Background: an optimization exercise with open tools, aiming at small area. Do not read the settings as production practice.
At most, simulation tests tie the RTL to the original design; equivalence was not proved.
Power figures rest on the tool's default switching activity, not on a simulated workload.

## rev 12
// apb_slave
module apb_slave (
    input wire PCLK,
    input wire PRESETn,
    input wire PSEL,
    input wire PENABLE,
    input wire PWRITE,
    input wire [31:0] PADDR,
    input wire [31:0] PWDATA,
    output wire [31:0] PRDATA,
    output reg PREADY
);
    reg [3:0] raddr;
    wire [15:0] we;
    wire [15:0] web;
    wire [15:0] sel;
    wire [15:0] seln;
    wire [31:0] q [0:15];
    always @(posedge PCLK or negedge PRESETn) begin
        if (~PRESETn)
            PREADY <= 0;
        else
            PREADY <= 1;
    end
    always @(posedge PCLK)
        raddr <= PADDR[3:0];
    wire wr = PSEL & PENABLE & PWRITE;
    wire [3:0] wlo, whi, rlo, rhi;
    genvar i, w, b;
    generate
        for (i = 0; i < 4; i = i + 1) begin : pre
            assign wlo[i] = wr & (PADDR[1:0] == i);
            assign whi[i] = (PADDR[3:2] == i);
            assign rlo[i] = (raddr[1:0] == i);
            assign rhi[i] = (raddr[3:2] == i);
        end
        for (w = 0; w < 16; w = w + 1) begin : word
            apb_nand2 wn (.a(whi[w / 4]), .b(wlo[w % 4]), .y(web[w]));
            apb_inv   wi (.a(web[w]), .y(we[w]));
            apb_nand2 rn (.a(rhi[w / 4]), .b(rlo[w % 4]), .y(seln[w]));
            apb_inv   ri (.a(seln[w]), .y(sel[w]));
            for (b = 0; b < 32; b = b + 1) begin : bits
                apb_bit u (.clk(PCLK), .we(we[w]), .web(web[w]), .d(PWDATA[b]), .q(q[w][b]));
            end
        end
        for (b = 0; b < 32; b = b + 1) begin : rd
            wire [5:0] x;
            wire x012;
            apb_aoi3 g0 (.a0(q[0][b]),  .s0(sel[0]),  .a1(q[1][b]),  .s1(sel[1]),  .a2(q[2][b]),  .s2(sel[2]),  .y(x[0]));
            apb_aoi3 g1 (.a0(q[3][b]),  .s0(sel[3]),  .a1(q[4][b]),  .s1(sel[4]),  .a2(q[5][b]),  .s2(sel[5]),  .y(x[1]));
            apb_aoi3 g2 (.a0(q[6][b]),  .s0(sel[6]),  .a1(q[7][b]),  .s1(sel[7]),  .a2(q[8][b]),  .s2(sel[8]),  .y(x[2]));
            apb_aoi3 g3 (.a0(q[9][b]),  .s0(sel[9]),  .a1(q[10][b]), .s1(sel[10]), .a2(q[11][b]), .s2(sel[11]), .y(x[3]));
            apb_aoi3 g4 (.a0(q[12][b]), .s0(sel[12]), .a1(q[13][b]), .s1(sel[13]), .a2(q[14][b]), .s2(sel[14]), .y(x[4]));
            apb_nand2 g5 (.a(q[15][b]), .b(sel[15]), .y(x[5]));
            apb_and3  g6 (.a(x[0]), .b(x[1]), .c(x[2]), .y(x012));
  ...
Size in the first run: roughly 1,400 cells after synthesis, ~520 flip-flops, roughly 0.017 sq mm of cells after synthesis.
export LEC_CHECK = 0
export CAP_MARGIN = 0
export CORE_MARGIN = 2
export CORE_UTILIZATION = 65
export GPL_TIMING_DRIVEN = 0
export PLACE_DENSITY = 0.75
export SLEW_MARGIN = 0
export SYNTH_HIERARCHICAL = 1
export SYNTH_MINIMUM_KEEP_SIZE = 0
create_clock -name core_clock -period 5.0 [get_ports {PCLK}]
standard.sh (not shown) runs the stock make flow with config.mk's settings and CLKGATE_MAP_FILE= SYNTH_SCRIPT=/design/flow/synth_recipe.tcl, a recipe that flattens the netlist after the stock synthesis.
==> flow/flow/run.sh <==
#!/bin/bash
# Own layout flow: the standard synthesis and layout, with
#  - port buffers of the smallest buffer cell (every port still gets one),
#  - clock tree of clkbuf_8 leaf clusters without dummy balancing loads.
# Each step's full output goes to a log of its own in this folder.
set -euo pipefail
bash standard.sh synth > synth.log 2>&1
CTS="-sink_clustering_enable -repair_clock_nets -dont_use_dummy_load -buf_list sky130_fd_sc_hd__clkbuf_8 -sink_clustering_size 20 -sink_clustering_max_diameter 50"
bash standard.sh \
  "BUFFER_PORTS_ARGS=-buffer_cell sky130_fd_sc_hd__buf_1" \
  "CTS_ARGS=$CTS" \
  finish > layout.log 2>&1
No crash in rev 12: every stage finished, but the layout fails its final checks due to max-capacitance violations, max-slew violations.
--- input diff rev 12..rev 13 ---
Settings: swapping 0 for 20 in SLEW_MARGIN; swapping 0 for 20 in CAP_MARGIN.
--- outcome ---
Rev 13 did not stop at any stage, and its layout met the timing, DRC and antenna checks.
Rev 13 ended with more clock-buffer cell count than rev 12.
Diff rev 12 -> rev 13: worst setup slack moved up, worst hold margin neither gained nor lost much.
Non-clock buffer area fraction after layout, rev 12 and rev 13, higher one = rev 13.
Rev 13 against rev 12: power density over the cells shrank by 7.4 mW/mm^2; final antenna diode count essentially unchanged; met1 global-route usage essentially unchanged.
On power consumed by sequential cells, rev 12 and rev 13 are neck and neck.
Rev 13 — finished layout cell area about 2% higher, rev 12 as reference
Rev 13 vs rev 12, routed length on met3 went up by about 3.7%.
No run of this note included a check of the RTL's function; only the layout flow was run.

---

Setup of run 1:
Another version of the RTL of apb_slave (not shown whole).
For scale: about 1400 cells after synthesis, ~520 flip-flops.
clock: 5.0 ns
lec_check: 0
cap_margin: 20
core_margin: 2
core_utilization: 65
gpl_timing_driven: 0
place_density: 0.75
slew_margin: 20
synth_hierarchical: 1
synth_minimum_keep_size: 0
==> flow/flow/run.sh <==
#!/bin/bash
# Own layout flow: the standard synthesis and layout, with
#  - port buffers of the smallest buffer cell (every port still gets one),
#  - clock tree of clkbuf_8 leaf clusters without dummy balancing loads.
# Each step's full output goes to a log of its own in this folder.
set -euo pipefail
bash standard.sh synth > synth.log 2>&1
CTS="-sink_clustering_enable -repair_clock_nets -dont_use_dummy_load -buf_list sky130_fd_sc_hd__clkbuf_8 -sink_clustering_size 18 -sink_clustering_max_diameter 60"
bash standard.sh \
  "BUFFER_PORTS_ARGS=-buffer_cell sky130_fd_sc_hd__buf_1" \
  "CTS_ARGS=$CTS" \
  finish > layout.log 2>&1
### run 1 -> run 2
# run 1
export LEC_CHECK = 0
export CAP_MARGIN = 20
export CORE_MARGIN = 2
export CORE_UTILIZATION = 65
export GPL_TIMING_DRIVEN = 0
export PLACE_DENSITY = 0.75
export SLEW_MARGIN = 20
export SYNTH_HIERARCHICAL = 1
export SYNTH_MINIMUM_KEEP_SIZE = 0
create_clock -name core_clock -period 5.0 [get_ports {PCLK}]
# run 2
export LEC_CHECK = 0
export CAP_MARGIN = 20
export CORE_MARGIN = 2
export CORE_UTILIZATION = 80
export GPL_TIMING_DRIVEN = 0
export PLACE_DENSITY = 0.88
export SLEW_MARGIN = 20
export SYNTH_HIERARCHICAL = 1
export SYNTH_MINIMUM_KEEP_SIZE = 0
create_clock -name core_clock -period 5.0 [get_ports {PCLK}]
-- flow/flow/run.sh --
<<< run 1, line 6
set -euo pipefail
bash standard.sh synth > synth.log 2>&1
CTS="-sink_clustering_enable -repair_clock_nets -dont_use_dummy_load -buf_list sky130_fd_sc_hd__clkbuf_8 -sink_clustering_size 18 -sink_clustering_max_diameter 60"
bash standard.sh \
  "BUFFER_PORTS_ARGS=-buffer_cell sky130_fd_sc_hd__buf_1" \
>>> run 2, line 6
set -euo pipefail
bash standard.sh synth > synth.log 2>&1
CTS="-sink_clustering_enable -repair_clock_nets -dont_use_dummy_load -buf_list sky130_fd_sc_hd__clkbuf_8 -sink_clustering_size 20 -sink_clustering_max_diameter 50"
bash standard.sh \
  "BUFFER_PORTS_ARGS=-buffer_cell sky130_fd_sc_hd__buf_1" \
--- outcome ---
In the metrics for run 2 and run 1, the one carrying the lower routed wire length is run 2.
Compared to run 1, run 2 has clock-buffer cell count 2.8% higher.
Between run 2 and run 1, the difference in fmax is negligible.
For run 3, these inputs were changed with respect to run 2:
# run 2
export LEC_CHECK = 0
export CAP_MARGIN = 20
export CORE_MARGIN = 2
export CORE_UTILIZATION = 80
export GPL_TIMING_DRIVEN = 0
export PLACE_DENSITY = 0.88
export SLEW_MARGIN = 20
export SYNTH_HIERARCHICAL = 1
export SYNTH_MINIMUM_KEEP_SIZE = 0
create_clock -name core_clock -period 5.0 [get_ports {PCLK}]
# run 3
export LEC_CHECK = 0
export CAP_MARGIN = 20
export CORE_MARGIN = 2
export CORE_UTILIZATION = 65
export PLACE_DENSITY = 0.75
export SLEW_MARGIN = 20
export SYNTH_HIERARCHICAL = 1
export SYNTH_MINIMUM_KEEP_SIZE = 0
create_clock -name core_clock -period 5.0 [get_ports {PCLK}]
Notes after the runs:
Run 3: no failed stages, no open violations at the end. The run showing the greater sequential share of layout area is run 2. Taking run 2 as the reference, in run 3 post-route standard cell area excluding fillers went up; fraction of area in clock buffers and inverters level; final hold slack essentially unchanged; net load switching power shows a reduction of about 0.6%; clock power went up. Between run 2 and run 3, the total chip power does not differ in any meaningful way.
## Diff of input files: run 4 against run 3
# run 3
export LEC_CHECK = 0
export CAP_MARGIN = 20
export CORE_MARGIN = 2
export CORE_UTILIZATION = 65
export PLACE_DENSITY = 0.75
export SLEW_MARGIN = 20
export SYNTH_HIERARCHICAL = 1
export SYNTH_MINIMUM_KEEP_SIZE = 0
create_clock -name core_clock -period 5.0 [get_ports {PCLK}]
# run 4
export LEC_CHECK = 0
export CAP_MARGIN = 20
export CORE_MARGIN = 2
export CORE_UTILIZATION = 65
export GPL_TIMING_DRIVEN = 0
export PLACE_DENSITY = 0.75
export SLEW_MARGIN = 20
export SYNTH_HIERARCHICAL = 1
export SYNTH_MINIMUM_KEEP_SIZE = 0
create_clock -name core_clock -period 5.0 [get_ports {PCLK}]
-- flow/flow/run.sh --
<<< run 3, line 6
set -euo pipefail
bash standard.sh synth > synth.log 2>&1
CTS="-sink_clustering_enable -repair_clock_nets -dont_use_dummy_load -buf_list sky130_fd_sc_hd__clkbuf_8 -sink_clustering_size 20 -sink_clustering_max_diameter 50"
bash standard.sh \
  "BUFFER_PORTS_ARGS=-buffer_cell sky130_fd_sc_hd__buf_1" \
>>> run 4, line 6
set -euo pipefail
bash standard.sh synth > synth.log 2>&1
CTS="-sink_clustering_enable -repair_clock_nets -dont_use_dummy_load -buf_list {sky130_fd_sc_hd__clkbuf_4 sky130_fd_sc_hd__clkbuf_8} -sink_clustering_size 20 -sink_clustering_max_diameter 50"
bash standard.sh \
  "BUFFER_PORTS_ARGS=-buffer_cell sky130_fd_sc_hd__buf_1" \
Notes after the runs:
Run 4: all stages complete, timing, DRC and antenna checks passed
Run 3 ended up with met5 as its highest routed metal layer; run 4 ended up with met4.
Run 3 has higher largest stage delay on the critical path than run 4.
Side by side, hold slack turned out higher in run 4 than in run 3.
Comparing run 4 and run 3, slack of the critical path is lower on run 3.
The part of the total power dissipated in the clock network number comes out lower for run 4 vs run 3.
There was hardly any difference in total length of routed wires between run 4 and run 3.
On total half-perimeter wirelength after legalization and detailed placement: between run 4 and run 3, it ends up lower for run 3.
#### Input delta (run 5 over run 4)
==> flow/flow/run.sh <==
#!/bin/bash
# Own layout flow: the standard synthesis and layout, with
#  - port buffers of the smallest buffer cell (every port still gets one),
#  - clock tree of clkbuf_8 leaf clusters without dummy balancing loads.
# Each step's full output goes to a log of its own in this folder.
set -euo pipefail
bash standard.sh synth > synth.log 2>&1
CTS="-sink_clustering_enable -repair_clock_nets -dont_use_dummy_load -buf_list sky130_fd_sc_hd__clkbuf_8 -sink_clustering_size 20 -sink_clustering_max_diameter 45"
bash standard.sh \
  "BUFFER_PORTS_ARGS=-buffer_cell sky130_fd_sc_hd__buf_1" \
  "CTS_ARGS=$CTS" \
  finish > layout.log 2>&1
==> comparison <==
Summary of run 5 over run 4: met2 routing resource usage after global routing shows no meaningful change, number of port buffers flat.
Run 5 ends up with a layout net count that is 0.43% higher than in run 4.
Run 4 leaves more setup margin than run 5.
Against run 4, via count in run 5 came out worse.
There was hardly any difference in global-route wire length before repair between run 5 and run 4.
Setup changes, run 5 to run 6
-- flow/flow/run.sh --
<<< run 5, line 6
set -euo pipefail
bash standard.sh synth > synth.log 2>&1
CTS="-sink_clustering_enable -repair_clock_nets -dont_use_dummy_load -buf_list sky130_fd_sc_hd__clkbuf_8 -sink_clustering_size 20 -sink_clustering_max_diameter 45"
bash standard.sh \
  "BUFFER_PORTS_ARGS=-buffer_cell sky130_fd_sc_hd__buf_1" \
>>> run 6, line 6
set -euo pipefail
bash standard.sh synth > synth.log 2>&1
CTS="-sink_clustering_enable -repair_clock_nets -dont_use_dummy_load -buf_list sky130_fd_sc_hd__clkbuf_8 -sink_clustering_size 20 -sink_clustering_max_diameter 50"
bash standard.sh \
  "BUFFER_PORTS_ARGS=-buffer_cell sky130_fd_sc_hd__buf_1" \
## What came out
- Run 6 vs run 5: final cell count without fillers down slightly
- [compare] base=run 5 new=run 6: number of clock buffer instances in the layout lost 7; final net count lost 0.43%; post-route fraction of the period consumed by the critical path lost 0.99 points; total power lost 2.1%.
- Summary of the comparison: combinational group share of total power is higher in run 6, relative to run 5.

---

Another version of the RTL of apb_slave (not shown whole).
Size in the first run: about 1,400 cells after synthesis, roughly 520 flip-flops, roughly 100 I/O pins, about 0.017 sq mm of cells after synthesis.
make LEC_CHECK=0 CAP_MARGIN=20 CORE_MARGIN=2 CORE_UTILIZATION=40 CTS_BUF_LIST=sky130_fd_sc_hd__clkbuf_8 CTS_CLUSTER_DIAMETER=50 CTS_CLUSTER_SIZE=20 SLEW_MARGIN=20 SYNTH_HIERARCHICAL=1 SYNTH_MINIMUM_KEEP_SIZE=0 finish   # period 5.0 ns
run.sh (not shown) runs the stock make flow with config.mk's settings and CLKGATE_MAP_FILE= SYNTH_SCRIPT=/design/flow/synth_recipe.tcl, a recipe that flattens the netlist after the stock synthesis.
Stock flow here: none of the scripts above is used.
Edit:
==> flow/flow/run.sh (new file) <==
#!/bin/bash
# Own layout flow: the standard synthesis and layout, with
#  - port buffers of the smallest buffer cell (every port still gets one),
#  - clock tree of clkbuf_8 leaf clusters without dummy balancing loads.
# Each step's full output goes to a log of its own in this folder.
set -euo pipefail
bash standard.sh synth > synth.log 2>&1
CTS="-sink_clustering_enable -repair_clock_nets -dont_use_dummy_load -buf_list sky130_fd_sc_hd__clkbuf_8 -sink_clustering_size 20 -sink_clustering_max_diameter 50"
bash standard.sh \
  "BUFFER_PORTS_ARGS=-buffer_cell sky130_fd_sc_hd__buf_1" \
  "CTS_ARGS=$CTS" \
  finish > layout.log 2>&1
==> flow/standard.sh (new file) <==
#!/bin/bash
# synth_recipe.tcl (not shown) runs the flow's synth.tcl, then flattens the netlist and writes it again
# the make line also repeats each setting of config.mk as NAME=value (left out here)
make -C /OpenROAD-flow-scripts/flow DESIGN_CONFIG=/design/flow/config.mk WORK_HOME=/design/flow/orfs CLKGATE_MAP_FILE= SYNTH_SCRIPT=/design/flow/synth_recipe.tcl "${@:-finish}"
CORE_UTILIZATION = 65   (was 40)
CTS_BUF_LIST = not set   (was sky130_fd_sc_hd__clkbuf_8)
CTS_CLUSTER_DIAMETER = not set   (was 50)
CTS_CLUSTER_SIZE = not set   (was 20)
PLACE_DENSITY = 0.75   (was not set)
removed: flow/run.sh
Result: Maximum frequency increases by 6.9%. Design area drops by 5.6%. Power fell by 7.7%. First-iteration DRC count goes up by 19%. Setup slack improved by 0.29 ns. Combinational power goes down by 7.4%. Via count grows by 4.2%. Clock power went down by 23%. Synthesized cell count does not change. Sequential power hardly moves.
Edit:
==> flow/run.sh (new file) <==
#!/bin/bash
# synth_recipe.tcl (not shown) runs the flow's synth.tcl, then flattens the netlist and writes it again
# the make line also repeats each setting of config.mk as NAME=value (left out here)
make -C /OpenROAD-flow-scripts/flow DESIGN_CONFIG=/design/flow/config.mk WORK_HOME=/design/flow/orfs CLKGATE_MAP_FILE= SYNTH_SCRIPT=/design/flow/synth_recipe.tcl finish
CORE_UTILIZATION = 40   (was 65)
CTS_BUF_LIST = sky130_fd_sc_hd__clkbuf_4   (was not set)
PLACE_DENSITY = not set   (was 0.75)
removed: flow/flow/run.sh
removed: flow/standard.sh
After rerunning: Area after synthesis does not change; setup slack gets worse by 0.58 ns; clock power climbs by well over a third; fmax drops by roughly a tenth; routed wire length climbs by a few percent; clock-buffer cell count climbs by 151; global-route usage drops by 13 points; utilization drops by 24 points; worst hold slack gets better by 0.0077 ns; critical path depth climbs by 1.
Edit:
CTS_CLUSTER_DIAMETER = 40   (was not set)
CTS_CLUSTER_SIZE = 10   (was not set)
=> The changed run produced a clean layout. Sequential power barely changes. Routed wire length fell by 1.6%. First-iteration DRC count fell by 6.8%. Sequential share of layout area rose by 1.9 points. Count of clock-buffer cells in the layout fell by 108. Cell count fell by 5.2%. Flip-flop and latch count stays the same. Setup slack is better by 0.14 ns.

[afterwards: timing with drivers on the ports]
How much do the figures lean on ideal ports? The routed layouts below were timed once more, with nothing changed but the port constraints.
Step 1 assumes that a clkbuf_16 drives the clock port and a buf_2 every other input.
Step 2 also shifts input and output timing later by t, the mid clock arrival at the registers, as if the neighbouring blocks saw the same clock.
Slacks: ideal / step 1 / step 2; pairs: ideal / step 1.
run | t, ns | slack for setup (ns) | hold slack, ns | worst setup path at the end
rev 12 | 0.615 | 0.710 / 0.662 / 0.679 | 0.172 / 0.149 / 0.491 | input to register
rev 13 | 0.619 | 1.190 / 1.139 / 1.268 | 0.171 / 0.144 / 0.489 | input to register
run 1 | 0.598 | 0.987 / 0.938 / 0.992 | 0.172 / 0.147 / 0.493 | input to register
run 2 | 0.609 | 0.976 / 0.927 / 0.887 | 0.166 / 0.140 / 0.490 | input to register
run 3 | 0.617 | 0.964 / 0.918 / 1.368 | 0.169 / 0.148 / 0.486 | input to register
run 4 | 0.607 | 1.025 / 0.975 / 1.004 | 0.188 / 0.161 / 0.488 | input to register
run 5 | 0.617 | 0.976 / 0.925 / 1.012 | 0.165 / 0.138 / 0.485 | input to register
run 6 | 0.607 | 1.025 / 0.975 / 1.004 | 0.188 / 0.161 / 0.488 | input to register
the first run of note 3 | 0.699 | 0.462 / 0.406 / 1.105 | 0.476 / 0.450 / 0.494 | register to output
the second run of note 3 | 0.610 | 0.755 / 0.705 / 1.315 | 0.182 / 0.157 / 0.483 | register to output
the third run of note 3 | 1.008 | 0.175 / 0.116 / 1.124 | 0.189 / 0.161 / 0.482 | register to output
the fourth run of note 3 | 0.809 | 0.313 / 0.259 / 1.068 | 0.339 / 0.315 / 0.490 | register to output
The setup slack of run 2, which loses most, moves by -0.049 ns with the drivers and by -0.089 ns with both steps.
